This design comes from an exercise in tuning for small area on the open sky130 flow, not from production work.
Only simulation tests tie the RTL to the original design; equivalence was not proved.
Power is estimated from default activity; no workload was simulated.

===== flow/flow/run.sh =====
#!/bin/bash
# The standard layout (standard.sh: standard synthesis and ORFS flow), with two changes:
#  - port buffers are the smallest buffer cell, sky130_fd_sc_hd__buf_1;
#  - clock tree synthesis inserts no dummy loads.
# make's full output goes to standard.log; ORFS writes each step's log under orfs/logs/.
set -euo pipefail
export BUFFER_PORTS_ARGS="-buffer_cell sky130_fd_sc_hd__buf_1"
export CTS_ARGS="-sink_clustering_enable -repair_clock_nets -dont_use_dummy_load -buf_list sky130_fd_sc_hd__clkbuf_8 -sink_clustering_size 16 -sink_clustering_max_diameter 50"
bash standard.sh finish > standard.log 2>&1

===== flow/standard.sh =====
#!/bin/bash
# synth_recipe.tcl (not shown) runs the flow's synth.tcl, then flattens the netlist and writes it again
# the make line also repeats each setting of config.mk as NAME=value (left out here)
make -C /OpenROAD-flow-scripts/flow DESIGN_CONFIG=/design/flow/config.mk WORK_HOME=/design/flow/orfs CLKGATE_MAP_FILE= SYNTH_SCRIPT=/design/flow/synth_recipe.tcl "${@:-finish}"

===== flow/config.mk =====
export PLATFORM = sky130hd
export DESIGN_NAME = gyn_datapath
export DESIGN_NICKNAME = gyn_datapath
export VERILOG_FILES = /design/flow/design.v
export SDC_FILE = /design/flow/constraint.sdc
export NUM_CORES = 4
export LEC_CHECK = 0
export CAP_MARGIN = 20
export CORE_MARGIN = 2
export CORE_UTILIZATION = 60
export CTS_BUF_LIST = sky130_fd_sc_hd__clkbuf_8
export CTS_CLUSTER_DIAMETER = 50
export CTS_CLUSTER_SIZE = 16
export GPL_ROUTABILITY_DRIVEN = 1
export PLACE_DENSITY = 0.68
export SLEW_MARGIN = 20
export SYNTH_HIERARCHICAL = 1
export SYNTH_MINIMUM_KEEP_SIZE = 0

===== flow/constraint.sdc =====
create_clock -name core_clock -period 7.0 [get_ports {clk}]
set_input_delay 1.4000 -clock core_clock [delete_from_list [all_inputs] [get_ports {clk}]]
set_output_delay 1.4000 -clock core_clock [all_outputs]
set_load 0.01 [all_outputs]

===== flow/design.v =====
`timescale 1ns / 1ps
module alu64(
    input  [63:0] A,
    input  [63:0] B,
    input  [5:0]  shamt,
    input         c_sub,     
    input         c_arith,   
    input         c_lg,      
    input         c_lp,      
    input         c_shr,
    input         c_seq,
    input         c_sne,
    input         c_slt,
    output [63:0] Z
);
    wire [63:0] bx = B ^ {64{c_sub}};
    wire [63:0] g0 = A & bx;
    wire [63:0] p0 = A ^ bx;
    reg [63:0] G, P;
    reg [64:0] c;
    integer i, l;
    always @(*) begin
        G = g0;
        P = p0;
        for (l = 1; l < 64; l = l * 2)
            for (i = 2*l-1; i < 64; i = i + 2*l) begin
                G[i] = G[i] | (P[i] & G[i-l]);
                P[i] = P[i] & P[i-l];
            end
        for (l = 16; l >= 1; l = l / 2)
            for (i = 3*l-1; i < 64; i = i + 2*l) begin
                G[i] = G[i] | (P[i] & G[i-l]);
                P[i] = P[i] & P[i-l];
            end
        c[0] = c_sub;
        for (i = 0; i < 64; i = i + 1)
            c[i+1] = G[i] | (P[i] & c_sub);
    end
    wire [63:0] sum = p0 ^ c[63:0];
    wire [63:0] lgc = ({64{c_lg}} & g0) | ({64{c_lp}} & p0);
    wire        eq  = ~|p0;
    wire [63:0] shr = A >> shamt;
    assign Z = (c_arith ? sum : lgc)
             | ({64{c_shr}} & shr)
             | {63'b0, (c_seq & eq) | (c_sne & ~eq) | (c_slt & ~c[64])};
endmodule
`timescale 1ns / 1ps
module controller(
    input            clk,
    input      [5:0] opcode,
    output reg       c_sub,     
    output reg       c_arith,   
    output reg       c_lg,      
    output reg       c_lp,      
    output reg       c_shr,
    output reg       c_seq,
    output reg       c_sne,
    output reg       c_slt,
    output reg       alusrc,
    output reg       memtoreg,
    output reg       memWrite,
    output reg       regWrite,
    output reg       branch,
    output reg       jump,
    output reg       jal,
    output           is_jal     
);
    reg sub, arith, an, o, x, shr, seq, sne, slt, src, m2r, memw, regw, br, j, jl;
    assign is_jal = (opcode == 6'b11_1011);
    always @(*) begin
        sub = 1'b0; arith = 1'b1; an = 1'b0; o = 1'b0; x = 1'b0; shr = 1'b0;
        seq = 1'b0; sne = 1'b0; slt = 1'b0; src = 1'b0; m2r = 1'b0; memw = 1'b0;
        regw = 1'b0; br = 1'b0; j = 1'b0; jl = 1'b0;
        case (opcode)
            6'b00_0000: regw = 1'b1;                                   
            6'b00_0011: begin src = 1'b1; memw = 1'b1; end             
            6'b00_0110: begin src = 1'b1; regw = 1'b1; m2r = 1'b1; end  
            6'b00_1000: j = 1'b1;                                      
            6'b00_1001: br = 1'b1;                                     
            6'b00_1110: regw = 1'b1;                                   
            6'b00_1111: begin src = 1'b1; regw = 1'b1; end             
            6'b01_0001: begin sub = 1'b1; regw = 1'b1; end             
            6'b01_0010: begin sub = 1'b1; src = 1'b1; regw = 1'b1; end  
            6'b01_0011: begin arith = 1'b0; an = 1'b1; regw = 1'b1; end              
            6'b01_0100: begin arith = 1'b0; o = 1'b1; regw = 1'b1; end               
            6'b01_0101: begin arith = 1'b0; x = 1'b1; regw = 1'b1; end               
            6'b01_1000: begin arith = 1'b0; shr = 1'b1; regw = 1'b1; end             
            6'b01_1001: begin arith = 1'b0; an = 1'b1; src = 1'b1; regw = 1'b1; end  
            6'b01_1010: begin arith = 1'b0; o = 1'b1; src = 1'b1; regw = 1'b1; end   
            6'b01_1011: begin arith = 1'b0; x = 1'b1; src = 1'b1; regw = 1'b1; end   
            6'b01_1101: begin arith = 1'b0; sub = 1'b1; slt = 1'b1; regw = 1'b1; end  
            6'b10_0001: begin arith = 1'b0; seq = 1'b1; regw = 1'b1; end             
            6'b10_0010: begin arith = 1'b0; sne = 1'b1; regw = 1'b1; end             
            6'b11_1011: begin j = 1'b1; jl = 1'b1; regw = 1'b1; end    
            default: ;
        endcase
    end
    always @(posedge clk) begin
        c_sub <= sub; c_arith <= arith; c_lg <= an | o; c_lp <= o | x;
        c_shr <= shr; c_seq <= seq; c_sne <= sne; c_slt <= slt;
        alusrc <= src; memtoreg <= m2r; memWrite <= memw; regWrite <= regw;
        branch <= br; jump <= j; jal <= jl;
    end
endmodule
`timescale 1ns / 1ps
module gyn_regfile8(
    input         CLK,
    input         reset,
    input         wena,       
    input  [1:0]  wthread,
    input  [2:0]  waddr,
    input  [71:0] wdata,
    input  [3:0]  rthread,    
    input  [7:1]  r0sel,      
    input  [7:1]  r1sel,
    output [71:0] r0data,
    output [71:0] r1data
);
    reg [72*28-1:0] R;        
    reg [27:0] valid;
    genvar t, r;
    generate
        for (t = 0; t < 4; t = t + 1) begin : g_t
            for (r = 1; r < 8; r = r + 1) begin : g_r
                wire we = wena && (wthread == t) && (waddr == r);
                always @(posedge CLK) begin
                    if (we) R[72*(t*7+r-1) +: 72] <= wdata;
                    if (reset) valid[t*7+r-1] <= 1'b0;
                    else if (we) valid[t*7+r-1] <= 1'b1;
                end
            end
        end
    endgenerate
    wire [72*8-1:0] T;        
    assign T[71:0] = 72'b0;
    generate
        for (r = 1; r < 8; r = r + 1) begin : g_sel
            gyn_sel4 tsel(
                .s({rthread[3] & valid[3*7+r-1], rthread[2] & valid[2*7+r-1],
                    rthread[1] & valid[1*7+r-1], rthread[0] & valid[0*7+r-1]}),
                .d({R[72*(3*7+r-1) +: 72], R[72*(2*7+r-1) +: 72], R[72*(1*7+r-1) +: 72], R[72*(0*7+r-1) +: 72]}),
                .y(T[72*r +: 72]));
        end
    endgenerate
    gyn_sel7 psel0(.s(r0sel), .d(T[72*8-1:72]), .y(r0data));
    gyn_sel7 psel1(.s(r1sel), .d(T[72*8-1:72]), .y(r1data));
endmodule
module gyn_sel4(
    input  [3:0]      s,
    input  [4*72-1:0] d,
    output [71:0]     y
);
    assign y = ({72{s[0]}} & d[0 +: 72]) | ({72{s[1]}} & d[72 +: 72])
             | ({72{s[2]}} & d[144 +: 72]) | ({72{s[3]}} & d[216 +: 72]);
endmodule
module gyn_sel7(
    input  [6:0]      s,
    input  [7*72-1:0] d,
    output [71:0]     y
);
    assign y = ({72{s[0]}} & d[0 +: 72]) | ({72{s[1]}} & d[72 +: 72])
             | ({72{s[2]}} & d[144 +: 72]) | ({72{s[3]}} & d[216 +: 72])
             | ({72{s[4]}} & d[288 +: 72]) | ({72{s[5]}} & d[360 +: 72])
             | ({72{s[6]}} & d[432 +: 72]);
endmodule
`timescale 1ns / 1ps
module gyn_datapath(
	input clk,
	input reset,
	input [1:0] thread_num,
	input [8:0] instrMem_addr,
	input [31:0] instrMemOut,
	input [71:0] dMemOut,
	output [7:0] dMemAddr,
	output [71:0] dMemIn,
	output dMem_wena,
	output PCsel,
	output [8:0]  jump_address,
	output regfile_wena,
	output [1:0] regfile_wthread,
	output [3:0] regfile_waddr,
	output [71:0] regfile_wdata
);
	reg [1:0] thr1;
	reg [8:0] link1;
	always @(posedge clk) begin
		if (reset) begin
			thr1 <= 2'd0;
			link1 <= 9'd0;
		end else begin
			thr1 <= thread_num;
			link1 <= instrMem_addr;
		end
	end
	wire c_sub, c_arith, c_lg, c_lp, c_shr, c_seq, c_sne, c_slt;
	wire alusrc2, memtoreg2, memWrite2, regWrite2, branch2, jump2, jal2;
	wire is_jal1;
	controller ctrller(
		.clk(clk), .opcode(instrMemOut[31:26]),
		.c_sub(c_sub), .c_arith(c_arith), .c_lg(c_lg), .c_lp(c_lp),
		.c_shr(c_shr), .c_seq(c_seq), .c_sne(c_sne), .c_slt(c_slt),
		.alusrc(alusrc2), .memtoreg(memtoreg2), .memWrite(memWrite2),
		.regWrite(regWrite2), .branch(branch2), .jump(jump2), .jal(jal2),
		.is_jal(is_jal1)
	);
	reg [3:0]  ts2;       
	reg [3:0]  dest2;
	reg [13:0] imm2;      
	reg [7:1]  pa2, pb2;  
	wire [15:0] ra_dec = 16'd1 << instrMemOut[21:18];
	wire [15:0] rb_dec = 16'd1 << instrMemOut[17:14];
	always @(posedge clk) begin
		ts2 <= 4'd1 << thr1;
		pa2 <= ra_dec[7:1];
		pb2 <= rb_dec[7:1];
		if (reset) begin
			dest2 <= 4'd0;
			imm2 <= 14'd0;
		end else begin
			dest2 <= instrMemOut[25:22];
			imm2 <= is_jal1 ? {5'd0, link1} : instrMemOut[13:0];
		end
	end
	reg        we5;
	reg [1:0]  thr5;
	reg [2:0]  addr5;
	reg [71:0] data5;
	wire [71:0] ra_data, rb_data;
	gyn_regfile8 registerFile(
		.CLK(clk), .reset(reset),
		.wena(we5), .wthread(thr5), .waddr(addr5), .wdata(data5),
		.rthread(ts2), .r0sel(pa2), .r1sel(pb2),
		.r0data(ra_data), .r1data(rb_data)
	);
	wire [63:0] aluB = alusrc2 ? {{50{imm2[13]}}, imm2} : rb_data[63:0];
	wire [63:0] aluOut;
	alu64 alu(
		.A(ra_data[63:0]), .B(aluB), .shamt(imm2[13:8]),
		.c_sub(c_sub), .c_arith(c_arith), .c_lg(c_lg), .c_lp(c_lp),
		.c_shr(c_shr), .c_seq(c_seq), .c_sne(c_sne), .c_slt(c_slt),
		.Z(aluOut)
	);
	wire [8:0] link_p1 = imm2[8:0] + 9'd1;
	wire jal_m = jal2 & ~reset;
	reg [63:0] Z3;
	reg [71:0] rb3;
	reg [8:0]  ja3;
	reg [7:0]  ctrlA3;    
	reg [1:0]  thr3;
	reg [3:0]  dest3;
	reg memWrite3, regWrite3, memtoreg3, branch3, jump3, jal3;
	always @(posedge clk) begin
		Z3 <= {aluOut[63:9], jal_m ? link_p1[8] : aluOut[8], aluOut[7:0]};
		rb3 <= rb_data;
		ja3 <= ra_data[8:0];
		ctrlA3 <= jal_m ? link_p1[7:0] : ra_data[71:64];
		dest3 <= dest2;
		if (reset) begin
			thr3 <= 2'd0;
			memWrite3 <= 1'b0;
			regWrite3 <= 1'b0;
			memtoreg3 <= 1'b0;
			branch3 <= 1'b0;
			jump3 <= 1'b0;
			jal3 <= 1'b0;
		end else begin
			thr3 <= {ts2[3] | ts2[2], ts2[3] | ts2[1]};
			memWrite3 <= memWrite2;
			regWrite3 <= regWrite2;
			memtoreg3 <= memtoreg2;
			branch3 <= branch2;
			jump3 <= jump2;
			jal3 <= jal2;
		end
	end
	assign dMemAddr = Z3[7:0];
	assign dMemIn = rb3;
	assign dMem_wena = memWrite3;
	assign PCsel = (branch3 & rb3[0]) | jump3;
	assign jump_address = ja3;
	reg [63:0] alu4;
	reg [7:0]  ctrl4;
	reg [1:0]  thr4;
	reg [3:0]  dest4;
	reg regWrite4, memtoreg4;
	wire kill = reset | jal3;
	always @(posedge clk) begin
		thr4 <= thr3;
		regWrite4 <= regWrite3;
		memtoreg4 <= memtoreg3;
		alu4[63:9] <= kill ? 55'd0 : Z3[63:9];
		alu4[8] <= reset ? 1'b0 : Z3[8];
		alu4[7:0] <= reset ? 8'd0 : (jal3 ? ctrlA3 : Z3[7:0]);
		ctrl4 <= kill ? 8'd0 : ctrlA3;
		dest4 <= reset ? 4'd0 : dest3;
	end
	assign regfile_wena = regWrite4;
	assign regfile_wthread = thr4;
	assign regfile_waddr = dest4;
	assign regfile_wdata = memtoreg4 ? dMemOut : {ctrl4, alu4};
	always @(posedge clk) begin
		we5 <= ~reset & regWrite4 & ~dest4[3] & (dest4[2:0] != 3'd0);
		thr5 <= thr4;
		addr5 <= dest4[2:0];
		data5 <= regfile_wdata;
	end
endmodule

==> results of run 1 <==
[state kept, by name, summed over array words and instances, names as in the netlist, 14 cells and up]
| register | count |
|---|---|
| registerFile.valid | 28 |
| imm2 | 14 |
| data5 | 72 |
| registerFile.R | 2016 |
| alu4 | 64 |
| Z3 | 64 |
| rb3 | 72 |
[Yosys cell counts, types with 105 or more instances]
master / count
dfxtp_1: 413
edfxtp_1: 2016
buf_2: 157
nor2_1: 129
inv_1: 105
nand2_1: 613
a222oi_1: 160
a21oi_1: 106
o21ai_0: 147
buf_6: 161
a22oi_1: 1244
mux2_2: 146
nand3_1: 164
[layout make-up]
type | count | area, um^2
Antenna cell | 15 | 37.5
Clock buffer | 191 | 2630
Fill cell | 12100 | 59200
Inverter | 109 | 409
Multi-Input combinational cell | 3560 | 25900
Sequential cell | 2429 | 68900
Tap cell | 2175 | 2720
Timing Repair Buffer | 523 | 3170
[final timing paths]
path / startpoint / to / slack, ps / depth (start not counted)
setup reg to reg: ts2[3]$_SDFF_PN0_ / Z3[0]$_DFF_P_ / 490 / 16
hold reg to reg: memtoreg3$_SDFF_PP0_ / memtoreg4$_DFF_P_ / 320 / 0
setup / recovery: ts2[3]$_SDFF_PN0_ / Z3[0]$_DFF_P_ / 490 / 16
hold / removal: memtoreg3$_SDFF_PP0_ / memtoreg4$_DFF_P_ / 320 / 0
[Yosys stat by module (local to each module, per instance)]
module	cell area, um^2	cells
gyn_regfile8	62000	2189
gyn_datapath	10200	802
alu64	8310	1082
gyn_sel7	2540	344
gyn_sel4	1740	248
controller	772	84
[kinds of logic after synthesis]
| family | Yosys count |
|---|---|
| flops | 2429 |
| compound gates | 1928 |
| simple gates | 1175 |
| buf+inv | 592 |
| mux | 301 |
| xor+xnor | 83 |
| fa+ha+maj | 73 |
[cell usage in the layout (no fill, tap or decap), types with 11 or more instances in the layout]
master    netlist  final
edfxtp_1     2016   2016
a22oi_1      1244   1244
nand2_1       613    612
dfxtp_1       413    369
buf_1          20    285
buf_4           8    211
clkbuf_8       49    191
nand3_1       164    164
a222oi_1      160    160
o21ai_0       147    147
mux2_2        146    146
a21oi_1       106    106
inv_1         105    104
mux2i_1       103    103
nor2_1        129    101
and2_1        104     76
ha_1           73     73
xor2_1         72     72
a22oi_2        70     70
mux4_2         51     51
o22ai_1        35     35
nor2b_1        35     33
nor2_4          2     30
and2_4          0     28
dfxtp_2         0     26
buf_12          0     24
a21o_1         22     22
nor3_1         21     21
nand2b_1       20     20
nor4_1         18     18
dfxtp_4         0     18
diode_2         0     15
nand4_1        13     13
o21bai_1       13     13
a211oi_1       13     13
a221oi_1       12     12
xnor2_1        11     11
a221o_1        11     11
o221ai_1       11     11
o22ai_2        11     11
[layer usage]
metal	track usage (%)	vias to the layer above	routed length, um
met5	0	-	81
met1	53.6	32700	121000
met2	56.7	5310	144000
li1	-	26500	-
met3	9.22	871	43900
met4	17.0	8	16900
[power by group]
group	total, W	internal [W]	leakage (nW)	switching (W)
Clock	0.00670	0.00243	1.37	0.00427
Sequential	0.0158	0.0156	23.1	0.000210
Combinational	0.000523	0.000170	12.2	0.000353
[worst register-to-register path, stage by stage (launching register included)]
cell,delay [ps]
dfxtp_1,570
and2_4,800
buf_4,460
a22oi_1,120
nand2_1,170
a22oi_1,170
nand3_1,360
inv_1,80
o21ai_0,200
xor2_1,420
ha_1,380
nor4_1,690
nand4_1,170
nor4_1,1130
mux2i_1,280
o221ai_1,130
a211o_1,250
[metrics by stage]
step | hold slack, ps | setup slack (ps)
2_1_floorplan | 310 | 2490
3_3_place_gp | 312 | 1100
3_5_place_dp | 313 | 1020
4_1_cts | 336 | 927
5_1_grt | 339 | 587
6_report | 322 | 488
==> flow_metrics.env, run 1 <==
export IMPL_synth_fa_ha_area_share_pct=0.927
export IMPL_finalHoldViolations=0
export IMPL_yosys_area_share_simple_pct=5.47
export IMPL_grt_pass1_vias=61300
export IMPL_yosys_register_bits=2429
export IMPL_drc=0
export IMPL_worst_ir_drop_vdd_mv=0.217
export IMPL_max_clock_freq_mhz=154
export IMPL_wl_mm=326
export IMPL_min_period_over_period_pct=93.0
export IMPL_synth_xor_area_share_pct=0.738
export IMPL_antenna_left=0
export IMPL_drtPass1Iterations=14
export IMPL_netlist_top_cells_area="edfxtp_1 (61%), a22oi_1 (9.5%), dfxtp_1 (8.4%)"
export IMPL_status="finished clean"
export IMPL_synth_cells=6581
export IMPL_clkLatencyLatePin_ps=1040
export IMPL_root_buffer="clkbuf_8"
export IMPL_design_area_um2=104000
export IMPL_synthToLayoutAreaGrowth_pct=5.29
export IMPL_cp_start_kind="flip-flop"
export IMPL_finalPower_w=0.0230
export IMPL_final_core_util_pct=63.7
export IMPL_fin_crit_ps=6510
export IMPL_power_leakage_nw=36.7
export IMPL_drtIter0Drc=12500
export IMPL_crit_path_max_incr_delay_ps=1130
export IMPL_antenna_found_initial=32
export IMPL_rsz0062_at_grt="no"
export IMPL_synth_compound_area_share_pct=15.0
export IMPL_async_reset_ff_share_pct=0
export IMPL_stdcell_count=9002
export IMPL_holdCritPathClass="flip-flop to flip-flop"
export IMPL_synth_top_family_by_area="compound AO/OA/AOI/OAI gates"
export IMPL_chipWidth_um=409
export IMPL_critPathRequiredTime_ps=7880
export IMPL_cp_max_fo=32
export IMPL_placed_area_um2=101000
export IMPL_setup_violations=0
export IMPL_initial_core_util_pct=60.5
export IMPL_slew_viol_final=0
export IMPL_max_slew_margin_pct=11.0
export IMPL_io_pins=287
export IMPL_fp_coreArea_um2=163000
export IMPL_syn_area_um2=98600
export IMPL_finalClockSkew_ps=107
export IMPL_synth_largest_area_cell="edfxtp_1"
export IMPL_grtUsageTotal_pct=38.1
export IMPL_num_rows=148
export IMPL_setup_tns_ps=0
export IMPL_detailed_place_hpwl_mm=216
export IMPL_synth_distinct_cells=87
export IMPL_synth_area_per_cell_um2=15.0
export IMPL_cp_slowest_cell="nor4_1"
export IMPL_cts_buffers_inserted=191
export IMPL_synth_fp_nets=6771
export IMPL_worst_ep_arrival_time_ps=7390
export IMPL_htreeDepth=4
export IMPL_post_cts_buffers=0
export IMPL_crit_chain="and2_4 > buf_4 > a22oi_1 > nand2_1 > a22oi_1 > nand3_1 > inv_1 > o21ai_0 > xor2_1 > ha_1 > nor4_1 > nand4_1 > nor4_1 > mux2i_1 > o221ai_1 > a211o_1"
export IMPL_grt_max_degree=71
export IMPL_crit_type="flip-flop to flip-flop"
export IMPL_grt_first_pass_wirelength_mm=452
export IMPL_layout_nets=7004
export IMPL_ys_seq_area_share_pct=69.8
export IMPL_synth_edf_count=2016
export IMPL_maxCapViolations=0
export IMPL_endpoint_kind="flip-flop"
export IMPL_die_h_um=409
export IMPL_cts_tree="yes"
export IMPL_cts_hold_buf=0
export IMPL_wire_per_inst_um=36.2
export IMPL_numPortBuffers=286
export IMPL_avgViaCountPerCell=7.27
export IMPL_clockBufferDepth=3
export IMPL_dieArea_um2=168000
export IMPL_powerDensity_nw_per_um2=222
export IMPL_gp_congestion=1.03
export IMPL_clk_pin_slew_ps=100
export IMPL_yosysTopAreaCellShare_pct=61.4
export IMPL_place_inst=8794
export IMPL_synthMuxAreaShare_pct=3.89
export IMPL_final_layout_size_suffix_gt1_share_pct=12.2
export IMPL_cts_sinks=2429
export IMPL_tightest_slew_ps=1320
export IMPL_crit_family="simple AND/OR/NAND/NOR gates"
export IMPL_yosysWarnings=10
export IMPL_path_buf_inv=2
export IMPL_cts_resized=0
export IMPL_grt_overflow=0
export IMPL_yosys_most_used_dff="edfxtp_1"
export IMPL_vias=65400
==> run 2, diff against run 1 <==
--- a/flow/config.mk
+++ b/flow/config.mk
@@ -7,12 +7,12 @@
 export LEC_CHECK = 0
 export CAP_MARGIN = 20
 export CORE_MARGIN = 2
-export CORE_UTILIZATION = 60
+export CORE_UTILIZATION = 70
 export CTS_BUF_LIST = sky130_fd_sc_hd__clkbuf_8
 export CTS_CLUSTER_DIAMETER = 50
 export CTS_CLUSTER_SIZE = 16
 export GPL_ROUTABILITY_DRIVEN = 1
-export PLACE_DENSITY = 0.68
+export PLACE_DENSITY = 0.78
 export SLEW_MARGIN = 20
 export SYNTH_HIERARCHICAL = 1
 export SYNTH_MINIMUM_KEEP_SIZE = 0
==> flow_metrics.env, run 2 <==
export IMPL_synth_distinct_cells=87
export IMPL_clk_pin_slew_ps=100
export IMPL_max_slew_margin_pct=16.5
export IMPL_finalPower_w=0.0228
export IMPL_synth_edf_count=2016
export IMPL_synthToLayoutAreaGrowth_pct=4.01
export IMPL_cp_slowest_cell="and2_4"
export IMPL_crit_chain="and2_4 > buf_4 > a22oi_1 > nand2_1 > a22oi_1 > nand3_1 > inv_1 > o21ai_0 > xor2_1 > ha_1 > and2_1 > a221o_1 > a21oi_1 > o211ai_2 > o21ai_0 > nand2b_1 > a21oi_1 > o21bai_1 > xnor2_1 > o21ai_0"
export IMPL_clkLatencyLatePin_ps=960
export IMPL_die_h_um=379
export IMPL_whs_path_depth=0
export IMPL_avgViaCountPerCell=7.74
export IMPL_yosysMostFrequentCell="edfxtp_1"
export IMPL_numPortBuffers=286
export IMPL_maxCapViolations=0
export IMPL_layout_common_cells="edfxtp_1 (2016), a22oi_1 (1244), nand2_1 (612)"
export IMPL_synth_common_cells="edfxtp_1 (2016), a22oi_1 (1244), nand2_1 (613)"
export IMPL_cp_start_kind="flip-flop"
export IMPL_cp_max_fo=53
export IMPL_antenna_left=0
export IMPL_syn_area_um2=98600
export IMPL_worst_slack_ps=738
export IMPL_gp_congestion=1.02
export IMPL_largest_register_ffs=2016
export IMPL_layout_nets=6902
export IMPL_r2r_worst_path_cells=20
export IMPL_cts_sinks=2429
export IMPL_design_area_um2=103000
export IMPL_grt_overflow=0
export IMPL_synth_cells=6581
export IMPL_antenna_found_initial=26
export IMPL_grt_pass1_vias=63400
export IMPL_maxUsedRoutingLayer="met5"
export IMPL_power_leakage_nw=36.1
export IMPL_status="finished clean"
export IMPL_htreeDepth=4
export IMPL_wire_per_inst_um=38.1
export IMPL_cts_tree="yes"
export IMPL_dieArea_um2=144000
export IMPL_vias=66600
export IMPL_fp_coreArea_um2=140000
export IMPL_synth_fp_nets=6771
export IMPL_cp_common_cell="o21ai_0"
export IMPL_netlist_top_cells_area="edfxtp_1 (61%), a22oi_1 (9.5%), dfxtp_1 (8.4%)"
export IMPL_layout_commonest_cell="edfxtp_1"
export IMPL_powerDensity_nw_per_um2=223
export IMPL_drc=0
export IMPL_yosysWarnings=10
export IMPL_place_ws_ps=1030
export IMPL_regMostFlops="registerFile.R"
export IMPL_critPathRequiredTime_ps=7750
export IMPL_cts_hold_buf=0
export IMPL_initial_core_util_pct=70.5
export IMPL_cts_buffers_inserted=184
export IMPL_holdCritPathClass="flip-flop to flip-flop"
export IMPL_detailed_place_hpwl_mm=199
export IMPL_tightest_slew_ps=1250
export IMPL_met3_length_mm=55.1
export IMPL_final_layout_size_suffix_gt1_share_pct=10.6
export IMPL_grt_max_degree=71
export IMPL_async_reset_ff_share_pct=0
export IMPL_post_cts_buffers=0
export IMPL_crit_type="flip-flop to flip-flop"
export IMPL_finalClockSkew_ps=140
export IMPL_synth_largest_area_cell="edfxtp_1"
export IMPL_finalHoldViolations=0
export IMPL_grtUsageTotal_pct=45.3
export IMPL_synth_area_per_cell_um2=15.0
export IMPL_wl_met2_mm=141
export IMPL_yosys_most_used_dff="edfxtp_1"
export IMPL_min_period_over_period_pct=89.5
export IMPL_grt_first_pass_wirelength_mm=455
export IMPL_reg_top3="registerFile.R x2016, data5 x72, rb3 x72"
export IMPL_wl_mm=327
export IMPL_clockBufferDepth=3
export IMPL_rsz0062_at_grt="no"
export IMPL_worst_ep_arrival_time_ps=7010
export IMPL_crit_path_max_incr_delay_ps=1030
export IMPL_ys_seq_area_share_pct=69.8
export IMPL_drtPass1Iterations=14
export IMPL_yosysTopAreaCellShare_pct=61.4
export IMPL_slew_viol_final=0
export IMPL_root_buffer="clkbuf_8"
export IMPL_cts_resized=0
export IMPL_io_pins=287
export IMPL_max_clock_freq_mhz=160
export IMPL_hold_slack_ps=317
export IMPL_nFillCells=8756
export IMPL_placed_area_um2=99900
export IMPL_drtIter0Drc=14100
export IMPL_fin_crit_ps=6260
export IMPL_worst_ir_drop_vdd_mv=0.221
export IMPL_chipWidth_um=379
export IMPL_setup_violations=0
export IMPL_endpoint_kind="flip-flop"
export IMPL_num_rows=137
export IMPL_yosys_register_bits=2429
export IMPL_wirelength_met1_mm=111
export IMPL_setup_tns_ps=0
==> run 2: cell types whose count changed in the layout (fill, tap and decap cells not counted), sizes merged <==
cell | previous run | this run
clkbuf | 191 | 184
buf | 523 | 428
diode | 15 | 12
==> run 2: metal layers <==
metal	vias up	global-route usage, %
li1	26300	-
met1	32400	61.2
met2	6604	65.4
met3	1325	16.0
met4	12	23.2
met5	-	0.515
==> run 2: power breakdown <==
group | switching [W] | internal (W)
logic | 0.000348 | 0.000166
clock network | 0.00417 | 0.00234
registers | 0.000218 | 0.0156
==> run 2: layout make-up <==
cell class              count  area (um^2)  share of cell area (%)
well taps                1876         2350                    2.29
inverters                 109          409                   0.399
repair buffers            428         2400                    2.34
multi-input cells        3560        25900                    25.3
flip-flops and latches   2429        68900                    67.2
clock buffers             184         2530                    2.47
diodes                     12         30.0                  0.0293
==> run 2: worst paths after layout <==
kind                                      startpoint                end  slack (ps)
worst max-delay path               ts2[1]$_SDFF_PP0_     Z3[35]$_DFF_P_         740
worst min-delay path            memtoreg3$_SDFF_PP0_  memtoreg4$_DFF_P_         320
worst max register to register     ts2[1]$_SDFF_PP0_     Z3[35]$_DFF_P_         740
worst min register to register  memtoreg3$_SDFF_PP0_  memtoreg4$_DFF_P_         320
==> run 2: worst max-delay path, delay by kind of cell, from the launching register on <==
family / cells / cell delay [ps]
AO/OA/AOI/OAI: 10 / 2450
XOR/XNOR: 2 / 350
adder cells (fa/ha/maj): 1 / 440
buffers and inverters: 2 / 570
flip-flops: 1 / 520
AND/OR/NAND/NOR: 5 / 1730
==> run 2: per-stage QoR <==
stage / instances / util [%]
after floorplan: 6581 / -
after global placement: 8401 / 71.5
after detailed placement: 8401 / 71.5
after CTS: 8585 / 73.3
after global routing: 8591 / 73.4
final: 8598 / 73.4
==> run 2: Yosys stat by module, one instance, submodules excluded <==
module | area, um^2 | cells | copies in the design
alu64 | 8310 | 1082 | 1
controller | 772 | 84 | 1
gyn_datapath | 10200 | 802 | 1
gyn_regfile8 | 62000 | 2189 | 1
gyn_sel4 | 1740 | 248 | 7
gyn_sel7 | 2540 | 344 | 2
==> run 2: cells by family (layout without fill, tap and decap cells) <==
kind of cell	count (synthesis)	after routing	synth area share [%]
and+or+nand+nor	1175	1175	5.47
xor gates and xnor gates	83	83	0.738
other	0	12	0
adders and majority gates	73	73	0.927
AOI/OAI and AO/OA	1928	1928	15.0
DFF	2429	2429	69.8
buffers and inverters	592	721	4.21
muxes	301	301	3.89
==> run 3, diff against run 2 <==
--- a/flow/config.mk
+++ b/flow/config.mk
@@ -7,12 +7,12 @@
 export LEC_CHECK = 0
 export CAP_MARGIN = 20
 export CORE_MARGIN = 2
-export CORE_UTILIZATION = 70
+export CORE_UTILIZATION = 80
 export CTS_BUF_LIST = sky130_fd_sc_hd__clkbuf_8
 export CTS_CLUSTER_DIAMETER = 50
 export CTS_CLUSTER_SIZE = 16
 export GPL_ROUTABILITY_DRIVEN = 1
-export PLACE_DENSITY = 0.78
+export PLACE_DENSITY = 0.87
 export SLEW_MARGIN = 20
 export SYNTH_HIERARCHICAL = 1
 export SYNTH_MINIMUM_KEEP_SIZE = 0
==> flow_metrics.env, run 3 <==
export IMPL_max_slew_margin_pct=18.7
export IMPL_setup_tns_ps=0
export IMPL_dieArea_um2=126000
export IMPL_drc=0
export IMPL_crit_chain="and2_4 > a22oi_1 > nand2_1 > a222oi_1 > nand3_1 > inv_1 > o21ai_0 > xor2_1 > ha_1 > nand4_1 > nor2_1 > nand2_1 > a31oi_1 > nor2_4 > o31ai_2 > a2111oi_0 > nor3_1 > xnor2_1 > o21ai_0"
export IMPL_reg_top3="registerFile.R x2016, data5 x72, rb3 x72"
export IMPL_netlist_top_cells_area="edfxtp_1 (61%), a22oi_1 (9.5%), dfxtp_1 (8.4%)"
export IMPL_setup_violations=0
export IMPL_wl_mm=330
export IMPL_regMostFlops="registerFile.R"
export IMPL_htreeDepth=4
export IMPL_rsz0062_at_grt="no"
export IMPL_grt_max_degree=70
export IMPL_cts_hold_buf=0
export IMPL_fp_coreArea_um2=122000
export IMPL_ys_seq_area_share_pct=69.8
export IMPL_cp_max_fo=45
export IMPL_synth_edf_count=2016
export IMPL_finalClockSkew_ps=148
export IMPL_clkLatencyLatePin_ps=1010
export IMPL_grtUsageTotal_pct=51.8
export IMPL_grt_pass1_vias=67500
export IMPL_initial_core_util_pct=80.8
export IMPL_synth_distinct_cells=87
export IMPL_die_h_um=355
export IMPL_maxCapViolations=0
export IMPL_status="finished clean"
export IMPL_layout_nets=6928
export IMPL_synth_common_cells="edfxtp_1 (2016), a22oi_1 (1244), nand2_1 (613)"
export IMPL_root_buffer="clkbuf_8"
export IMPL_max_clock_freq_mhz=157
export IMPL_powerDensity_nw_per_um2=223
export IMPL_yosys_most_used_dff="edfxtp_1"
export IMPL_crit_type="flip-flop to flip-flop"
export IMPL_avgViaCountPerCell=8.37
export IMPL_yosysTopAreaCellShare_pct=61.4
export IMPL_power_leakage_nw=36.3
export IMPL_synth_largest_area_cell="edfxtp_1"
export IMPL_chipWidth_um=355
export IMPL_io_pins=287
export IMPL_cts_resized=0
export IMPL_synth_cells=6581
export IMPL_layout_commonest_cell="edfxtp_1"
export IMPL_post_cts_buffers=0
export IMPL_drtIter0Drc=18500
export IMPL_clockBufferDepth=3
export IMPL_antenna_found_initial=23
export IMPL_yosysWarnings=10
export IMPL_cp_start_kind="flip-flop"
export IMPL_cp_slowest_cell="a222oi_1"
export IMPL_largest_register_ffs=2016
export IMPL_nFillCells=5515
export IMPL_final_core_util_pct=83.8
export IMPL_detailed_place_hpwl_mm=203
export IMPL_path_buf_inv=1
export IMPL_endpoint_kind="flip-flop"
export IMPL_cts_buffers_inserted=180
export IMPL_cts_tree="yes"
export IMPL_async_reset_ff_share_pct=0
export IMPL_grt_first_pass_wirelength_mm=462
export IMPL_numPortBuffers=286
export IMPL_cts_sinks=2429
export IMPL_num_rows=128
export IMPL_synth_area_per_cell_um2=15.0
export IMPL_finalHoldViolations=0
export IMPL_final_layout_size_suffix_gt1_share_pct=11.1
export IMPL_worst_ir_drop_vdd_mv=0.307
export IMPL_holdCritPathClass="flip-flop to flip-flop"
export IMPL_grt_overflow=0
export IMPL_syn_area_um2=98600
export IMPL_clk_pin_slew_ps=100
export IMPL_wire_per_inst_um=39.3
export IMPL_critPathRequiredTime_ps=7780
export IMPL_drtPass1Iterations=22
export IMPL_gp_congestion=1.06
export IMPL_tightest_slew_ps=1220
export IMPL_synth_fp_nets=6771
export IMPL_vias=70200
export IMPL_layout_common_cells="edfxtp_1 (2016), a22oi_1 (1244), nand2_1 (612)"
export IMPL_min_period_over_period_pct=91.1
export IMPL_slew_viol_final=0
export IMPL_crit_path_max_incr_delay_ps=850
export IMPL_crit_family="compound AO/OA/AOI/OAI gates"
export IMPL_worst_ep_arrival_time_ps=7150
export IMPL_synthToLayoutAreaGrowth_pct=3.83
export IMPL_yosys_register_bits=2429
export IMPL_yosysMostFrequentCell="edfxtp_1"
export IMPL_fin_crit_ps=6380
export IMPL_antenna_left=0
run 3: layout make-up:
class	count	area, um^2	area share, %
Multi-Input combinational cell	3560	25900	25.3
Inverter	109	409	0.400
Clock buffer	180	2480	2.42
Antenna cell	26	65.1	0.0636
Tap cell	1625	2030	1.99
Sequential cell	2429	68900	67.3
Timing Repair Buffer	458	2550	2.49
run 3: layer usage:
metal	part of all wire (%)	track usage [%]	vias up
li1	-	-	26400
met1	30	67.4	32600
met2	42	74.0	8943
met3	19	19.9	2263
met4	8.9	33.5	22
met5	0.054	0	-
run 3: through the flow:
stage               instances  total power (W)  setup WS [ps]  hold slack [ps]  area (um^2)
floorplan                6581           0.0163           2490              310        98600
global placement         8179           0.0166           1200              310        99700
detailed placement       8179           0.0166           1000              312        99700
CTS                      8359           0.0227            939              331       102000
global route             8366           0.0232            494              333       102000
finish                   8387           0.0228            624              331       102000
run 3: cells by family after synthesis:
kind of cell | synth area share [%]
flip-flops | 69.8
AO/OA/AOI/OAI | 15.0
AND/OR/NAND/NOR | 5.47
buffers and inverters | 4.21
multiplexers | 3.89
XOR/XNOR | 0.738
adder cells (fa/ha/maj) | 0.927
run 3: worst reg2reg max path, delay by kind of cell, from the launching register on:
kind,cells,cell delay [ps]
and+or+nand+nor,8,2020
DFF,1,430
buffers and inverters,1,160
adders and majority gates,1,410
AOI/OAI and AO/OA,7,2780
xor gates and xnor gates,2,360
run 3: per-module statistics from Yosys (local to each module, per instance):
| module | cells | area [um^2] |
|---|---|---|
| gyn_regfile8 | 2189 | 62000 |
| gyn_datapath | 802 | 10200 |
| alu64 | 1082 | 8310 |
| gyn_sel7 | 344 | 2540 |
| gyn_sel4 | 248 | 1740 |
| controller | 84 | 772 |
run 3: where the power goes:
part	leakage, nW	switching, W	internal (W)
clock network	1.29	0.00423	0.00230
logic	11.9	0.000344	0.000163
registers	23.1	0.000221	0.0156
total	36.3	0.00480	0.0180
run 3: final timing paths:
kind | from | endpoint | slack (ps) | depth (start not counted)
setup reg to reg | ts2[3]$_SDFF_PN0_ | Z3[55]$_DFF_P_ | 620 | 19
hold / removal | memtoreg3$_SDFF_PP0_ | memtoreg4$_DFF_P_ | 330 | 0
setup / recovery | ts2[3]$_SDFF_PN0_ | Z3[55]$_DFF_P_ | 620 | 19
hold reg to reg | memtoreg3$_SDFF_PP0_ | memtoreg4$_DFF_P_ | 330 | 0
==> run 4, diff against run 3 <==
==> flow/config.mk (replaced) <==
export PLATFORM = sky130hd
export DESIGN_NAME = gyn_datapath
export DESIGN_NICKNAME = gyn_datapath
export VERILOG_FILES = /design/flow/design.v
export SDC_FILE = /design/flow/constraint.sdc
export NUM_CORES = 4
export LEC_CHECK = 0
export CAP_MARGIN = 10
export CORE_MARGIN = 2
export CORE_UTILIZATION = 70
export CTS_BUF_LIST = sky130_fd_sc_hd__clkbuf_8
export CTS_CLUSTER_DIAMETER = 50
export CTS_CLUSTER_SIZE = 16
export GPL_ROUTABILITY_DRIVEN = 1
export PLACE_DENSITY = 0.78
export SLEW_MARGIN = 10
export SYNTH_HIERARCHICAL = 1
export SYNTH_MINIMUM_KEEP_SIZE = 0
==> flow_metrics.env, run 4 <==
export IMPL_status="finished clean"
export IMPL_drtIter0Drc=14200
export IMPL_reg_top3="registerFile.R x2016, data5 x72, rb3 x72"
export IMPL_layout_common_cells="edfxtp_1 (2016), a22oi_1 (1244), nand2_1 (612)"
export IMPL_yosysTopAreaCellShare_pct=61.4
export IMPL_setup_tns_ps=0
export IMPL_grt_overflow=0
export IMPL_whs_path_depth=0
export IMPL_cts_sinks=2429
export IMPL_grt_max_degree=71
export IMPL_clockBufferDepth=3
export IMPL_min_period_over_period_pct=90.2
export IMPL_holdCritPathClass="flip-flop to flip-flop"
export IMPL_netlist_top_cells_area="edfxtp_1 (61%), a22oi_1 (9.5%), dfxtp_1 (8.4%)"
export IMPL_clkLatencyLatePin_ps=960
export IMPL_htreeDepth=4
export IMPL_yosys_most_used_dff="edfxtp_1"
export IMPL_largest_register_ffs=2016
export IMPL_internal_power_w=0.0181
export IMPL_cp_start_kind="flip-flop"
export IMPL_synth_area_per_cell_um2=15.0
export IMPL_cts_hold_buf=0
export IMPL_place_ws_ps=1030
export IMPL_synthMuxAreaShare_pct=3.89
export IMPL_multiInputGateArea_um2=25900
export IMPL_worst_ir_drop_vdd_mv=0.221
export IMPL_cts_tree="yes"
export IMPL_worst_ep_arrival_time_ps=7060
export IMPL_cts_resized=0
export IMPL_yosysWarnings=10
export IMPL_drtPass1Iterations=13
export IMPL_layout_commonest_cell="edfxtp_1"
export IMPL_synth_edf_count=2016
export IMPL_antenna_left=0
export IMPL_synth_distinct_cells=87
export IMPL_critPathRequiredTime_ps=7750
export IMPL_synth_largest_area_cell="edfxtp_1"
export IMPL_setup_violations=0
export IMPL_io_pins=287
export IMPL_antenna_found_initial=26
export IMPL_max_slew_margin_pct=16.9
export IMPL_power_frac_seq_pct=69.2
export IMPL_die_h_um=379
export IMPL_numPortBuffers=286
export IMPL_yosys_register_bits=2429
export IMPL_detailed_place_hpwl_mm=199
export IMPL_powerDensity_nw_per_um2=223
export IMPL_met2_usage_pct=65.4
export IMPL_crit_path_max_incr_delay_ps=1020
export IMPL_crit_chain="and2_4 > buf_4 > a22oi_1 > nand2_1 > a22oi_1 > nand3_1 > inv_1 > o21ai_0 > xor2_1 > ha_1 > and2_1 > a221o_1 > a21oi_1 > o211ai_2 > o21ai_0 > nand2b_1 > a21oi_1 > o21bai_1 > xnor2_1 > o21ai_0"
export IMPL_p_sw_w=0.00473
export IMPL_drc=0
export IMPL_synth_fp_nets=6771
export IMPL_cp_common_cell="o21ai_0"
export IMPL_synth_compound_area_share_pct=15.0
export IMPL_fp_coreArea_um2=140000
export IMPL_rsz0062_at_grt="no"
export IMPL_vias=66500
export IMPL_busiest_layer="met2"
export IMPL_syn_area_um2=98600
export IMPL_regArea_um2=68900
export IMPL_grt_pass1_vias=63400
export IMPL_synth_common_cells="edfxtp_1 (2016), a22oi_1 (1244), nand2_1 (613)"
export IMPL_use_met3_pct=16.0
export IMPL_endpoint_kind="flip-flop"
export IMPL_synthToLayoutAreaGrowth_pct=3.99
export IMPL_hold_slack_ps=317
export IMPL_num_rows=137
export IMPL_sw_frac_of_total_pct=20.7
export IMPL_worst_slack_ps=685
export IMPL_dieArea_um2=144000
export IMPL_regMostFlops="registerFile.R"
export IMPL_crit_type="flip-flop to flip-flop"
export IMPL_cp_slowest_cell="and2_4"
export IMPL_clk_pin_slew_ps=100
export IMPL_final_layout_size_suffix_gt1_share_pct=10.5
export IMPL_finalHoldViolations=0
export IMPL_finalClockSkew_ps=139
export IMPL_max_clock_freq_mhz=158
export IMPL_synth_top_family_by_area="compound AO/OA/AOI/OAI gates"
export IMPL_maxCapViolations=0
export IMPL_power_leakage_nw=36.1
export IMPL_tightest_slew_ps=1250
export IMPL_r2r_worst_path_cells=20
export IMPL_grt_first_pass_wirelength_mm=455
export IMPL_cp_max_fo=53
export IMPL_pwr_share_comb_pct=2.2
export IMPL_root_buffer="clkbuf_8"
export IMPL_cts_buffers_inserted=184
export IMPL_synth_fa_ha_area_share_pct=0.927
export IMPL_yosys_area_share_simple_pct=5.47
export IMPL_layout_nets=6901
export IMPL_fin_crit_ps=6320
export IMPL_post_cts_buffers=0
export IMPL_nFillCells=8762
export IMPL_wire_per_inst_um=38.0
export IMPL_wl_mm=327
export IMPL_place_inst=8401
export IMPL_avgViaCountPerCell=7.73
export IMPL_stdcell_count=8602
export IMPL_synth_xor_area_share_pct=0.738
export IMPL_chipWidth_um=379
export IMPL_async_reset_ff_share_pct=0
export IMPL_ys_seq_area_share_pct=69.8
export IMPL_clkPwrFrac_pct=28.5
export IMPL_initial_core_util_pct=70.5
export IMPL_slew_viol_final=0
export IMPL_grtUsageTotal_pct=45.3
export IMPL_synth_cells=6581
export IMPL_gp_congestion=1.02
export IMPL_yosysMostFrequentCell="edfxtp_1"
export IMPL_grtUsageMet1_pct=61.2
[run 4: logic make-up (layout without fill, tap and decap cells)]
family / Yosys count / count (layout)
compound gates: 1928 / 1928
buf+inv: 592 / 720
flops: 2429 / 2429
simple gates: 1175 / 1175
mux: 301 / 301
xor+xnor: 83 / 83
other cells: 0 / 17
fa+ha+maj: 73 / 73
[run 4: path summary, 6_finish.rpt]
check	startpoint	end	slack [ps]
worst min-delay path	memtoreg3$_SDFF_PP0_	memtoreg4$_DFF_P_	320
worst max-delay path	ts2[1]$_SDFF_PP0_	Z3[35]$_DFF_P_	680
worst max register to register	ts2[1]$_SDFF_PP0_	Z3[35]$_DFF_P_	680
worst min register to register	memtoreg3$_SDFF_PP0_	memtoreg4$_DFF_P_	320
[run 4: through the flow]
step / utilization (%) / total power, W / cell area (um^2)
floorplan: - / 0.0163 / 98600
global placement: 71.5 / 0.0166 / 99900
detailed placement: 71.5 / 0.0166 / 99900
CTS: 73.3 / 0.0228 / 102000
global route: 73.3 / 0.0233 / 102000
finish: 73.4 / 0.0228 / 102000
[run 4: Yosys stat by module (local to each module, per instance)]
module,times used,cells inside,cell area [um^2]
gyn_regfile8,1,2189,62000
gyn_datapath,1,802,10200
alu64,1,1082,8310
gyn_sel7,2,344,2540
gyn_sel4,7,248,1740
controller,1,84,772
[run 4: layer usage]
metal	part of all wire, %	vias to the layer above
li1	-	26300
met4	6.3	16
met2	43	6498
met1	34	32400
met3	17	1284
met5	0.055	-
[run 4: power by group through the flow]
stage	clock network [W]	registers, W	logic [W]
after floorplan	0	0.0160	0.000343
after global placement	0	0.0161	0.000491
after detailed placement	0	0.0161	0.000494
after CTS	0.00648	0.0158	0.000496
after global routing	0.00695	0.0158	0.000535
final	0.00651	0.0158	0.000513
[run 4: layout make-up]
type | instances | area share, %
Antenna cell | 17 | 0.0415
Clock buffer | 184 | 2.47
Inverter | 109 | 0.399
Multi-Input combinational cell | 3560 | 25.3
Sequential cell | 2429 | 67.2
Tap cell | 1876 | 2.29
Timing Repair Buffer | 427 | 2.33
[run 4: worst max-delay path, delay by kind of cell, from the launching register on]
family | cells | cell delay [ps]
buffers and inverters | 2 | 550
XOR/XNOR | 2 | 360
adder cells (fa/ha/maj) | 1 | 450
flip-flops | 1 | 510
AND/OR/NAND/NOR | 5 | 1720
AO/OA/AOI/OAI | 10 | 2490
==> run 5, diff against run 4 <==
==> flow/run.sh (new file) <==
#!/bin/bash
# synth_recipe.tcl (not shown) runs the flow's synth.tcl, then flattens the netlist and writes it again
# the make line also repeats each setting of config.mk as NAME=value (left out here)
make -C /OpenROAD-flow-scripts/flow DESIGN_CONFIG=/design/flow/config.mk WORK_HOME=/design/flow/orfs CLKGATE_MAP_FILE= SYNTH_SCRIPT=/design/flow/synth_recipe.tcl finish
==> flow/config.mk (replaced) <==
export PLATFORM = sky130hd
export DESIGN_NAME = gyn_datapath
export DESIGN_NICKNAME = gyn_datapath
export VERILOG_FILES = /design/flow/design.v
export SDC_FILE = /design/flow/constraint.sdc
export NUM_CORES = 4
export LEC_CHECK = 0
export CAP_MARGIN = 20
export CORE_MARGIN = 2
export CORE_UTILIZATION = 60
export CTS_BUF_LIST = sky130_fd_sc_hd__clkbuf_8
export CTS_CLUSTER_DIAMETER = 50
export CTS_CLUSTER_SIZE = 16
export GPL_ROUTABILITY_DRIVEN = 1
export PLACE_DENSITY = 0.68
export SLEW_MARGIN = 20
export SYNTH_HIERARCHICAL = 1
export SYNTH_MINIMUM_KEEP_SIZE = 0
removed: flow/flow/run.sh
removed: flow/standard.sh
==> flow_metrics.env, run 5 <==
export IMPL_grtUsageTotal_pct=39.5
export IMPL_fin_crit_ps=6130
export IMPL_detailed_place_hpwl_mm=208
export IMPL_htreeDepth=4
export IMPL_wirelength_met1_mm=123
export IMPL_layout_nets=6961
export IMPL_pwr_share_comb_pct=2.4
export IMPL_wire_per_inst_um=37.0
export IMPL_layout_common_cells="edfxtp_1 (2016), a22oi_1 (1244), nand2_1 (612)"
export IMPL_setup_violations=0
export IMPL_cts_tree="yes"
export IMPL_yosysWarnings=10
export IMPL_yosysTopAreaCellShare_pct=61.4
export IMPL_clkPwrFrac_pct=32.9
export IMPL_cts_buffers_inserted=189
export IMPL_internal_power_w=0.0191
export IMPL_post_cts_buffers=0
export IMPL_p_sw_w=0.00529
export IMPL_rrSetupSlack_ps=870
export IMPL_cts_hold_buf=0
export IMPL_clk_pin_slew_ps=100
export IMPL_fp_coreArea_um2=163000
export IMPL_slew_viol_final=0
export IMPL_cp_start_kind="flip-flop"
export IMPL_largest_register_ffs=2016
export IMPL_gp_congestion=1.01
export IMPL_drc=0
export IMPL_vias=65600
export IMPL_antenna_left=0
export IMPL_setup_tns_ps=0
export IMPL_crit_family="compound AO/OA/AOI/OAI gates"
export IMPL_critPathRequiredTime_ps=7950
export IMPL_netlist_top_cells_area="edfxtp_1 (61%), a22oi_1 (9.5%), dfxtp_1 (8.4%)"
export IMPL_synth_distinct_cells=87
export IMPL_num_rows=148
export IMPL_min_period_over_period_pct=87.6
export IMPL_holdCritPathClass="flip-flop to flip-flop"
export IMPL_synth_fp_nets=6771
export IMPL_die_h_um=409
export IMPL_place_inst=8753
export IMPL_avgViaCountPerCell=7.21
export IMPL_setup_worst_path_end="Z3[38]$_DFF_P_"
export IMPL_chipWidth_um=409
export IMPL_root_buffer="clkbuf_8"
export IMPL_tightest_slew_ps=1160
export IMPL_initial_core_util_pct=60.5
export IMPL_antenna_found_initial=20
export IMPL_ys_seq_area_share_pct=69.8
export IMPL_r2r_worst_path_cells=21
export IMPL_yosysMostFrequentCell="edfxtp_1"
export IMPL_regMostFlops="registerFile.R"
export IMPL_worst_ep_arrival_time_ps=7080
export IMPL_crit_type="flip-flop to flip-flop"
export IMPL_r2r_end="Z3[38]$_DFF_P_"
export IMPL_r2r_start="ts2[2]$_SDFF_PN0_"
export IMPL_rsz0062_at_grt="no"
export IMPL_async_reset_ff_share_pct=0
export IMPL_wl_mm=337
export IMPL_power_leakage_nw=38.1
export IMPL_layout_commonest_cell="edfxtp_1"
export IMPL_max_slew_margin_pct=22.8
export IMPL_crit_path_max_incr_delay_ps=820
export IMPL_synth_largest_area_cell="edfxtp_1"
export IMPL_finalClockSkew_ps=66.4
export IMPL_sw_frac_of_total_pct=21.6
export IMPL_drtPass1Iterations=11
export IMPL_crit_chain="and2_4 > buf_4 > a22oi_1 > nand2_1 > a222oi_1 > nand3_1 > inv_1 > o21ai_0 > xor2_1 > ha_1 > nand4_1 > nor2_1 > nand2_1 > a31oi_1 > buf_4 > nor2_4 > o21bai_1 > a21o_1 > a21oi_1 > o311ai_0 > buf_4"
export IMPL_met3_length_mm=49.8
export IMPL_synthToLayoutAreaGrowth_pct=8.19
export IMPL_reg_top3="registerFile.R x2016, data5 x72, rb3 x72"
export IMPL_maxCapViolations=0
export IMPL_cp_max_fo=39
export IMPL_finalHoldViolations=0
export IMPL_yosys_most_used_dff="edfxtp_1"
export IMPL_cts_resized=0
export IMPL_grt_pass1_vias=62500
export IMPL_crit_cells=21
export IMPL_crit_start="ts2[2]$_SDFF_PN0_"
export IMPL_nFillCells=11600
export IMPL_clkLatencyLatePin_ps=1030
export IMPL_wl_met2_mm=146
export IMPL_final_core_util_pct=65.4
export IMPL_status="finished clean"
export IMPL_synth_common_cells="edfxtp_1 (2016), a22oi_1 (1244), nand2_1 (613)"
export IMPL_cp_common_cell="buf_4"
export IMPL_syn_area_um2=98600
export IMPL_grt_overflow=0
export IMPL_grt_first_pass_wirelength_mm=468
export IMPL_stdcell_count=9111
export IMPL_cts_sinks=2429
export IMPL_grt_max_degree=70
export IMPL_max_clock_freq_mhz=163
export IMPL_io_pins=287
export IMPL_drtIter0Drc=12500
export IMPL_endpoint_kind="flip-flop"
export IMPL_power_frac_seq_pct=64.7
export IMPL_maxUsedRoutingLayer="met5"
export IMPL_synth_area_per_cell_um2=15.0
export IMPL_cp_slowest_cell="and2_4"
export IMPL_yosys_register_bits=2429
export IMPL_synth_edf_count=2016
export IMPL_dieArea_um2=168000
export IMPL_synth_cells=6581
export IMPL_worst_ir_drop_vdd_mv=0.198
export IMPL_numPortBuffers=286
export IMPL_path_buf_inv=4
export IMPL_clockBufferDepth=3
export IMPL_final_layout_size_suffix_gt1_share_pct=12.2
export IMPL_powerDensity_nw_per_um2=229
run 5: cell types whose count changed in the layout (fill, tap and decap cells not counted), moves of 6 or more:
cell	before	now
buf_1	285	0
buf_12	20	31
buf_4	121	163
bufinv_16	0	15
clkbuf_8	184	205
clkdlybuf4s50_1	0	285
clkinv_1	1	10
clkinv_2	0	9
clkinvlp_4	0	7
dfxtp_1	392	380
dfxtp_2	3	15
diode_2	17	8
inv_1	104	185
inv_6	0	6
run 5: final cells by class:
cell class	instances	area (um^2)	area share [%]
timing repair buffer	482	4740	4.45
sequential	2429	68900	64.6
tap	2175	2720	2.55
inverter	109	409	0.384
multi-input combinational	3560	25900	24.3
antenna	8	20.0	0.0188
clock buffer	205	2820	2.65
clock inverter	143	1120	1.05
run 5: per-layer routing:
metal  vias up  global-route usage [%]
li1      26600                       -
met1     32600                    55.4
met2      5477                    57.7
met3       966                    11.3
met4         8                    18.0
met5         -                       0
run 5: metrics by stage:
stage | hold slack (ps) | cell area (um^2) | setup slack, ps | power [W]
after global placement | 311 | 103000 | 1170 | 0.0167
after floorplan | 310 | 98600 | 2490 | 0.0163
after CTS | 326 | 107000 | 1160 | 0.0245
after detailed placement | 314 | 103000 | 1240 | 0.0167
final | 329 | 107000 | 868 | 0.0244
after global routing | 337 | 107000 | 823 | 0.0250
run 5: cell families after synthesis:
family / share of synthesized area (%)
compound gates: 15.0
xor+xnor: 0.738
fa+ha+maj: 0.927
buf+inv: 4.21
flops: 69.8
mux: 3.89
simple gates: 5.47
run 5: how the worst min path moves through the flow:
stage / from / to / slack, ps / depth (start not counted)
after floorplan: dest2[0]$_SDFF_PP0_ / dest3[0]$_DFF_P_ / 310 / 0
after CTS: thr4[1]$_DFF_P_ / thr5[1]$_DFF_P_ / 330 / 0
after global routing: memtoreg3$_SDFF_PP0_ / memtoreg4$_DFF_P_ / 340 / 0
final: regWrite3$_SDFF_PP0_ / regWrite4$_DFF_P_ / 330 / 0
after detailed placement: regWrite3$_SDFF_PP0_ / regWrite4$_DFF_P_ / 310 / 0
after global placement: memtoreg3$_SDFF_PP0_ / memtoreg4$_DFF_P_ / 310 / 0
run 5: power groups by stage:
stage	registers, W	logic (W)	clock network, W
3_3_place_gp	0.0161	0.000573	0
6_report	0.0158	0.000596	0.00804
3_5_place_dp	0.0161	0.000575	0
2_1_floorplan	0.0160	0.000343	0
4_1_cts	0.0158	0.000578	0.00808
5_1_grt	0.0158	0.000620	0.00857
run 5: per-module statistics from Yosys, one instance, submodules excluded:
module,flops+latches,copies in the design,cell area (um^2),cells
alu64,0,1,8310,1082
controller,15,1,772,84
gyn_datapath,370,1,10200,802
gyn_regfile8,2044,1,62000,2189
gyn_sel4,0,7,1740,248
gyn_sel7,0,2,2540,344
==> run 6, diff against run 5 <==
--- a/flow/design.v
+++ b/flow/design.v
@@ -150,18 +150,44 @@
     input  [4*72-1:0] d,
     output [71:0]     y
 );
-    assign y = ({72{s[0]}} & d[0 +: 72]) | ({72{s[1]}} & d[72 +: 72])
-             | ({72{s[2]}} & d[144 +: 72]) | ({72{s[3]}} & d[216 +: 72]);
+    wire [71:0] n0, n1;
+    gyn_aoi3 g0(.s(s[2:0]), .d(d[0 +: 3*72]), .y(n0));
+    gyn_nand2w g1(.a({72{s[3]}}), .b(d[216 +: 72]), .y(n1));
+    gyn_nand2w g2(.a(n0), .b(n1), .y(y));
 endmodule
 module gyn_sel7(
     input  [6:0]      s,
     input  [7*72-1:0] d,
     output [71:0]     y
 );
-    assign y = ({72{s[0]}} & d[0 +: 72]) | ({72{s[1]}} & d[72 +: 72])
-             | ({72{s[2]}} & d[144 +: 72]) | ({72{s[3]}} & d[216 +: 72])
-             | ({72{s[4]}} & d[288 +: 72]) | ({72{s[5]}} & d[360 +: 72])
-             | ({72{s[6]}} & d[432 +: 72]);
+    wire [71:0] n0, n1, n2;
+    gyn_aoi3 g0(.s(s[2:0]), .d(d[0 +: 3*72]), .y(n0));
+    gyn_aoi3 g1(.s(s[5:3]), .d(d[3*72 +: 3*72]), .y(n1));
+    gyn_nand2w g2(.a({72{s[6]}}), .b(d[432 +: 72]), .y(n2));
+    gyn_nand3w g3(.a(n0), .b(n1), .c(n2), .y(y));
+endmodule
+module gyn_aoi3(
+    input  [2:0]      s,
+    input  [3*72-1:0] d,
+    output [71:0]     y
+);
+    assign y = ~(({72{s[0]}} & d[0 +: 72]) | ({72{s[1]}} & d[72 +: 72])
+               | ({72{s[2]}} & d[144 +: 72]));
+endmodule
+module gyn_nand2w(
+    input  [71:0] a,
+    input  [71:0] b,
+    output [71:0] y
+);
+    assign y = ~(a & b);
+endmodule
+module gyn_nand3w(
+    input  [71:0] a,
+    input  [71:0] b,
+    input  [71:0] c,
+    output [71:0] y
+);
+    assign y = ~(a & b & c);
 endmodule
 `timescale 1ns / 1ps
 module gyn_datapath(
==> flow/flow/run.sh (new file) <==
#!/bin/bash
# The standard layout (standard.sh: standard synthesis and ORFS flow), with two changes:
#  - port buffers are the smallest buffer cell, sky130_fd_sc_hd__buf_1;
#  - clock tree synthesis inserts no dummy loads.
# make's full output goes to standard.log; ORFS writes each step's log under orfs/logs/.
set -euo pipefail
export BUFFER_PORTS_ARGS="-buffer_cell sky130_fd_sc_hd__buf_1"
export CTS_ARGS="-sink_clustering_enable -repair_clock_nets -dont_use_dummy_load -buf_list sky130_fd_sc_hd__clkbuf_8 -sink_clustering_size 16 -sink_clustering_max_diameter 50"
bash standard.sh finish > standard.log 2>&1
==> flow/standard.sh (new file) <==
#!/bin/bash
# synth_recipe.tcl (not shown) runs the flow's synth.tcl, then flattens the netlist and writes it again
# the make line also repeats each setting of config.mk as NAME=value (left out here)
make -C /OpenROAD-flow-scripts/flow DESIGN_CONFIG=/design/flow/config.mk WORK_HOME=/design/flow/orfs CLKGATE_MAP_FILE= SYNTH_SCRIPT=/design/flow/synth_recipe.tcl "${@:-finish}"
==> flow/config.mk (replaced) <==
export PLATFORM = sky130hd
export DESIGN_NAME = gyn_datapath
export DESIGN_NICKNAME = gyn_datapath
export VERILOG_FILES = /design/flow/design.v
export SDC_FILE = /design/flow/constraint.sdc
export NUM_CORES = 4
export LEC_CHECK = 0
export CAP_MARGIN = 10
export CORE_MARGIN = 2
export CORE_UTILIZATION = 70
export CTS_BUF_LIST = sky130_fd_sc_hd__clkbuf_8
export CTS_CLUSTER_DIAMETER = 50
export CTS_CLUSTER_SIZE = 16
export GPL_ROUTABILITY_DRIVEN = 1
export PLACE_DENSITY = 0.78
export SLEW_MARGIN = 10
export SYNTH_HIERARCHICAL = 1
export SYNTH_MINIMUM_KEEP_SIZE = 0
removed: flow/run.sh
==> flow_metrics.env, run 6 <==
export IMPL_vias=68400
export IMPL_final_core_util_pct=74.2
export IMPL_io_pins=287
export IMPL_async_reset_ff_share_pct=0
export IMPL_worst_slack_ps=-58.9
export IMPL_crit_type="flip-flop to flip-flop"
export IMPL_antenna_left=0
export IMPL_grtUsageTotal_pct=47.3
export IMPL_grt_overflow=0
export IMPL_synthToLayoutAreaGrowth_pct=5.32
export IMPL_place_ws_ps=535
export IMPL_synth_area_per_cell_um2=14.5
export IMPL_cp_max_fo=38
export IMPL_whs_path_depth=0
export IMPL_cts_hold_buf=0
export IMPL_synth_common_cells="edfxtp_1 (2016), nand2_1 (1402), a222oi_1 (809)"
export IMPL_max_clock_freq_mhz=142
export IMPL_die_h_um=376
export IMPL_tightest_slew_ps=1330
export IMPL_drtIter0Drc=17700
export IMPL_yosysWarnings=10
export IMPL_crit_chain="and2_4 > buf_4 > a222oi_1 > nand2_1 > a222oi_1 > nand3_1 > inv_1 > o21ai_0 > xor2_1 > ha_1 > and4_1 > nor4b_1 > buf_4 > a21boi_2 > o31ai_1 > buf_4 > a21oi_1 > nor2_1 > o311ai_0"
export IMPL_antenna_found_initial=26
export IMPL_drc=0
export IMPL_stdcell_count=8776
export IMPL_layout_nets=7151
export IMPL_layout_common_cells="edfxtp_1 (2016), nand2_1 (1401), a222oi_1 (809)"
export IMPL_netlist_top_cells_area="edfxtp_1 (63%), dfxtp_1 (8.5%), a222oi_1 (8.4%)"
export IMPL_root_buffer="clkbuf_8"
export IMPL_max_slew_margin_pct=11.4
export IMPL_htreeDepth=4
export IMPL_min_period_over_period_pct=101
export IMPL_layout_commonest_cell="edfxtp_1"
export IMPL_synth_distinct_cells=93
export IMPL_cts_sinks=2429
export IMPL_dieArea_um2=141000
export IMPL_finalClockSkew_ps=140
export IMPL_finalHoldViolations=0
export IMPL_fin_crit_ps=7060
export IMPL_crit_family="compound AO/OA/AOI/OAI gates"
export IMPL_yosysTopAreaCellShare_pct=62.6
export IMPL_reg_top3="registerFile.R x2016, data5 x72, rb3 x72"
export IMPL_chipWidth_um=376
export IMPL_cts_tree="yes"
export IMPL_wire_per_inst_um=38.6
export IMPL_wl_mm=339
export IMPL_yosys_most_used_dff="edfxtp_1"
export IMPL_worst_ir_drop_vdd_mv=0.224
export IMPL_place_inst=8567
export IMPL_clockBufferDepth=3
export IMPL_nFillCells=8463
export IMPL_r2r_worst_path_cells=19
export IMPL_cp_start_kind="flip-flop"
export IMPL_cp_common_cell="buf_4"
export IMPL_setup_violations=1
export IMPL_initial_core_util_pct=70.4
export IMPL_gp_congestion=1.07
export IMPL_drtPass1Iterations=17
export IMPL_yosys_register_bits=2429
export IMPL_cp_slowest_cell="o311ai_0"
export IMPL_crit_path_max_incr_delay_ps=1020
export IMPL_critPathRequiredTime_ps=7750
export IMPL_synth_fp_nets=6864
export IMPL_avgViaCountPerCell=7.79
export IMPL_num_rows=136
export IMPL_clk_pin_slew_ps=100
export IMPL_synth_largest_area_cell="edfxtp_1"
export IMPL_rsz0062_at_grt="no"
export IMPL_worst_ep_arrival_time_ps=7810
export IMPL_endpoint_kind="flip-flop"
export IMPL_fp_coreArea_um2=137000
export IMPL_holdCritPathClass="flip-flop to flip-flop"
export IMPL_so_violations="negative setup slack"
export IMPL_numPortBuffers=286
export IMPL_grt_max_degree=86
export IMPL_yosysMostFrequentCell="edfxtp_1"
export IMPL_status="complete, but fails checks"
export IMPL_largest_register_ffs=2016
export IMPL_slew_viol_final=0
export IMPL_syn_area_um2=96700
export IMPL_cts_resized=0
export IMPL_grt_pass1_vias=64400
export IMPL_detailed_place_hpwl_mm=216
export IMPL_synth_cells=6674
export IMPL_ys_seq_area_share_pct=71.1
export IMPL_final_layout_size_suffix_gt1_share_pct=9.38
export IMPL_powerDensity_nw_per_um2=225
export IMPL_post_cts_buffers=0
export IMPL_maxCapViolations=0
export IMPL_synth_edf_count=2016
export IMPL_path_buf_inv=4
export IMPL_cts_buffers_inserted=186
export IMPL_regMostFlops="registerFile.R"
export IMPL_clkLatencyLatePin_ps=980
export IMPL_crit_cells=19
export IMPL_grt_first_pass_wirelength_mm=467
export IMPL_power_leakage_nw=36.9
==> run 6: per-layer routing <==
layer  up-vias  routed length, um  GRT usage, %  part of all wire [%]
met1     32600             109000          61.2                    32
met4        30              25600          29.2                   7.5
met3      1525              59200          17.5                    17
met5         -                494         0.720                  0.15
met2      7356             145000          68.2                    43
li1      26900                  -             -                     -
==> run 6: cell type report <==
class                   instances  area, um^2  share of cell area, %
inverters                     109         409                  0.402
clock buffers                 186        2560                   2.51
multi-input cells            3717       24700                   24.2
flip-flops and latches       2429       68900                   67.6
diodes                         23        57.6                 0.0565
repair buffers                518        3030                   2.97
well taps                    1794        2240                   2.20
==> run 6: kinds of logic after synthesis <==
family | count (synthesis) | share of synthesized area [%]
flip-flops | 2429 | 71.1
AND/OR/NAND/NOR | 1973 | 8.69
AO/OA/AOI/OAI | 1286 | 11.6
buffers and inverters | 528 | 3.63
multiplexers | 300 | 3.26
XOR/XNOR | 85 | 0.770
adder cells (fa/ha/maj) | 73 | 0.944
==> run 6: worst paths after layout <==
path                 startpoint               to  slack (ps)
max reg2reg   ts2[0]$_SDFF_PP0_   Z3[53]$_DFF_P_         -60
max           ts2[0]$_SDFF_PP0_   Z3[53]$_DFF_P_         -60
min          thr3[1]$_SDFF_PP0_  thr4[1]$_DFF_P_         320
min reg2reg  thr3[1]$_SDFF_PP0_  thr4[1]$_DFF_P_         320
==> run 6: where the power goes <==
part	switching [W]	leakage, nW	internal, W
registers	0.000244	23.0	0.0156
logic	0.000350	12.5	0.000170
clock network	0.00421	1.34	0.00236
total	0.00480	36.9	0.0181
==> run 6: stage by stage <==
step / TNS (ps) / power (W) / hold slack [ps] / area [um^2]
floorplan: 0 / 0.0163 / 310 / 96700
global placement: 0 / 0.0166 / 309 / 99300
detailed placement: 0 / 0.0166 / 312 / 99300
CTS: 0 / 0.0228 / 306 / 102000
global route: 0 / 0.0233 / 330 / 102000
finish: -58.9 / 0.0229 / 320 / 102000
==> run 6: Yosys stat by module, one instance, submodules excluded, excerpt <==
module	cell area, um^2	copies in the design
gyn_nand2w	270	16
gyn_nand3w	360	2
gyn_regfile8	62000	1
gyn_datapath	10200	1
gyn_aoi3	941	11
alu64	8330	1

==> re-timing with driven ports <==
Ports are ideal in the flow. The routed layouts listed here were re-timed in OpenROAD. Step 1 assumes that a clkbuf_16 drives the clock port and a buf_2 every other input. Step 2, shift: input delay + t, output delay - t, t = (earliest + latest rising clock arrival at the registers) / 2. This alone moves slack from input paths to output paths. a / b / c = ideal / step 1 / step 2; a / b = the first two.
| run | shift t [ns] | setup slack, ns | worst setup path after step 2 |
|---|---|---|---|
| run 1 | 1.081 | 0.488 / 0.488 / 0.488 | register to register |
| run 2 | 0.977 | 0.738 / 0.738 / 0.738 | register to register |
| run 3 | 1.028 | 0.624 / 0.624 / 0.624 | register to register |
| run 4 | 0.979 | 0.685 / 0.685 / 0.685 | register to register |
| run 5 | 1.086 | 0.868 / 0.868 / 0.868 | register to register |
| run 6 | 1.001 | -0.059 / -0.059 / -0.059 | register to register |
